Background: an optimization exercise with open tools, aiming at small area and a short achievable clock period. Do not read the settings as production practice.
RTL that was checked went through simulation tests only; none was proved equivalent to the original.
The clock port is modelled as an ideal driver, which makes a skipped or thinned clock tree look cheaper than it is; a real chip needs a root buffer or a tree.
Power figures rest on the tool's default switching activity, not on a simulated workload.

== main ==
==> module xspi_bytesel, before the edit <==
module xspi_bytesel (
    input  wire [15:0]  sel,
    input  wire [127:0] src,
    output wire [7:0]   y
);
    genvar b;
    generate
        for (b = 0; b < 8; b = b + 1) begin : g_bit
            wire [15:0] bits;
            genvar k;
            for (k = 0; k < 16; k = k + 1) begin : g_src
                assign bits[k] = sel[k] & src[8 * k + b];
            end
            assign y[b] = |bits;
        end
    endgenerate
endmodule
clock: 7.0 ns
lec_check: 0
abc_clock_period_in_ps: 2100
cap_margin: 20
core_margin: 2
core_utilization: 40
slew_margin: 20
synth_hierarchical: 1
synth_minimum_keep_size: 0
standard.sh (not shown) runs the stock make flow with config.mk's settings and CLKGATE_MAP_FILE= SYNTH_SCRIPT=/design/flow/synth_recipe.tcl, a recipe that flattens the netlist after the stock synthesis.
==> flow/flow/run.sh <==
#!/bin/bash
# Layout flow: the standard ORFS flow (standard.sh), with these changes.
#  - The port buffers are plain buf_1 cells.
#  - flow/mycts.tcl replaces ORFS's CTS step. The clock port drives one
#    clock inverter, which drives CTS_NBUF clock inverters, each driving one
#    cluster of flip-flops. Then timing repair aims at CTS_MARGIN ns of setup
#    slack, and an area recovery pass gives each cell the smallest size that
#    keeps the worst slack that repair reached.
set -euo pipefail
export BUFFER_PORTS_ARGS="-buffer_cell sky130_fd_sc_hd__buf_1"
RES=$PWD/orfs/results/$FLOW_PLATFORM/xspi_top/base

bash standard.sh "BUFFER_PORTS_ARGS=$BUFFER_PORTS_ARGS" place > flow_1_to_3_place.log 2>&1

PLATFORM_DIR=$FLOW_HOME/platforms/$FLOW_PLATFORM RES=$RES CLK_PORT=clk \
  CTS_ROOT=sky130_fd_sc_hd__clkinv_16 CTS_NBUF=6 CTS_BUFCELL=sky130_fd_sc_hd__clkinv_8 \
  SETUP_SLACK_MARGIN=4.85 AREA_RECOVER=1 AR_MAX_SLEW=0.4 AR_EPS=0.003 \
  openroad -no_init -exit flow/mycts.tcl > flow_4_cts.log 2>&1
cp $RES/4_1_cts.odb $RES/4_cts.odb
touch $RES/4_cts.sdc

bash standard.sh "BUFFER_PORTS_ARGS=$BUFFER_PORTS_ARGS" finish > flow_5_to_6_finish.log 2>&1
Other scripts of this flow, unchanged in this note and not shown: flow/flow/mycts.tcl
main finished every stage and its layout cleared the timing, DRC and antenna checks.
### main -> the feature branch
--- a/flow/design.v
+++ b/flow/design.v
@@ -104,16 +104,40 @@
     input  wire [15:0]  sel,
     input  wire [127:0] src,
     output wire [7:0]   y
 );
-    genvar b;
+    genvar b, p;
     generate
         for (b = 0; b < 8; b = b + 1) begin : g_bit
-            wire [15:0] bits;
-            genvar k;
-            for (k = 0; k < 16; k = k + 1) begin : g_src
-                assign bits[k] = sel[k] & src[8 * k + b];
+            wire [7:0] pair_n;   
+            for (p = 0; p < 8; p = p + 1) begin : g_pair
+                xspi_aoi22 u_aoi (
+                    .a1(sel[2 * p]),     .a2(src[16 * p + b]),
+                    .b1(sel[2 * p + 1]), .b2(src[16 * p + 8 + b]),
+                    .y(pair_n[p])
+                );
             end
-            assign y[b] = |bits;
+            wire lo, hi;
+            xspi_nand4 u_lo (.a(pair_n[3:0]), .y(lo));
+            xspi_nand4 u_hi (.a(pair_n[7:4]), .y(hi));
+            xspi_or2 u_or (.a(lo), .b(hi), .y(y[b]));
         end
     endgenerate
 endmodule
+module xspi_aoi22 (
+    input  wire a1, a2, b1, b2,
+    output wire y
+);
+    assign y = ~((a1 & a2) | (b1 & b2));
+endmodule
+module xspi_nand4 (
+    input  wire [3:0] a,
+    output wire       y
+);
+    assign y = ~&a;
+endmodule
+module xspi_or2 (
+    input  wire a, b,
+    output wire y
+);
+    assign y = a | b;
+endmodule
--- outcome ---
The feature branch was carried through to the last stage, and its layout satisfied the timing, DRC and antenna checks. Min via count of the first global-routing pass across the feature branch and main: the feature branch. rd_data[6]$_DFFE_PP_ as the launch point of the critical path was reported by the feature branch, and xspi_io[1]$_DFF_P_ by main. The final reports for the feature branch and main show relative contribution of combinational cells to total power higher in the former. Across both runs, switching power was higher for the feature branch than for main. main → the feature branch: number of violations reported at the end of detailed-routing iteration 0 down 163; insertion delay to the later sink of the worst-skew pair flat; fmax down 0.0052 GHz. Taking main as the reference, in the feature branch largest fanout on the critical path shows a reduction of 1; total wirelength of the detailed-routed design shows a reduction of 6.1%; register-to-register slack shows an increase of 190 ps.
For the feature branch, only the layout was checked, not whether the RTL still works. In every run of this note, the design's own scripts or RTL, not TritonCTS, make the clock network.

afterwards: timing with drivers on the ports:
No port has a modelled driver above. Below, the same layouts with a new extraction and two added sets of constraints.
Step 1: set_driving_cell puts a clkbuf_16 on clk and a buf_2 on each other input, an assumption about the parent block.
Step 2, shift: input delay + t, output delay - t, t = (earliest + latest rising clock arrival at the registers) / 2. This alone moves slack from input paths to output paths.
a / b / c = ideal / step 1 / step 2; a / b = the first two.
| run | t, ns | slack for setup (ns) | hold slack, ns | slew at the worst register clock pin (ns) | pins driven straight from the clock port |
|---|---|---|---|---|---|
| main | 0.285 | 4.828 / 4.753 / 4.653 | 0.442 / 0.442 / 0.442 | 0.10 / 0.10 | 1 |
| the feature branch | 0.278 | 4.803 / 4.731 / 4.575 | 0.447 / 0.447 / 0.447 | 0.10 / 0.10 | 1 |
After both steps setup and hold are still met in every run listed. The setup slack of the feature branch, which loses most, moves by -0.072 ns with the drivers and by -0.228 ns with both steps.
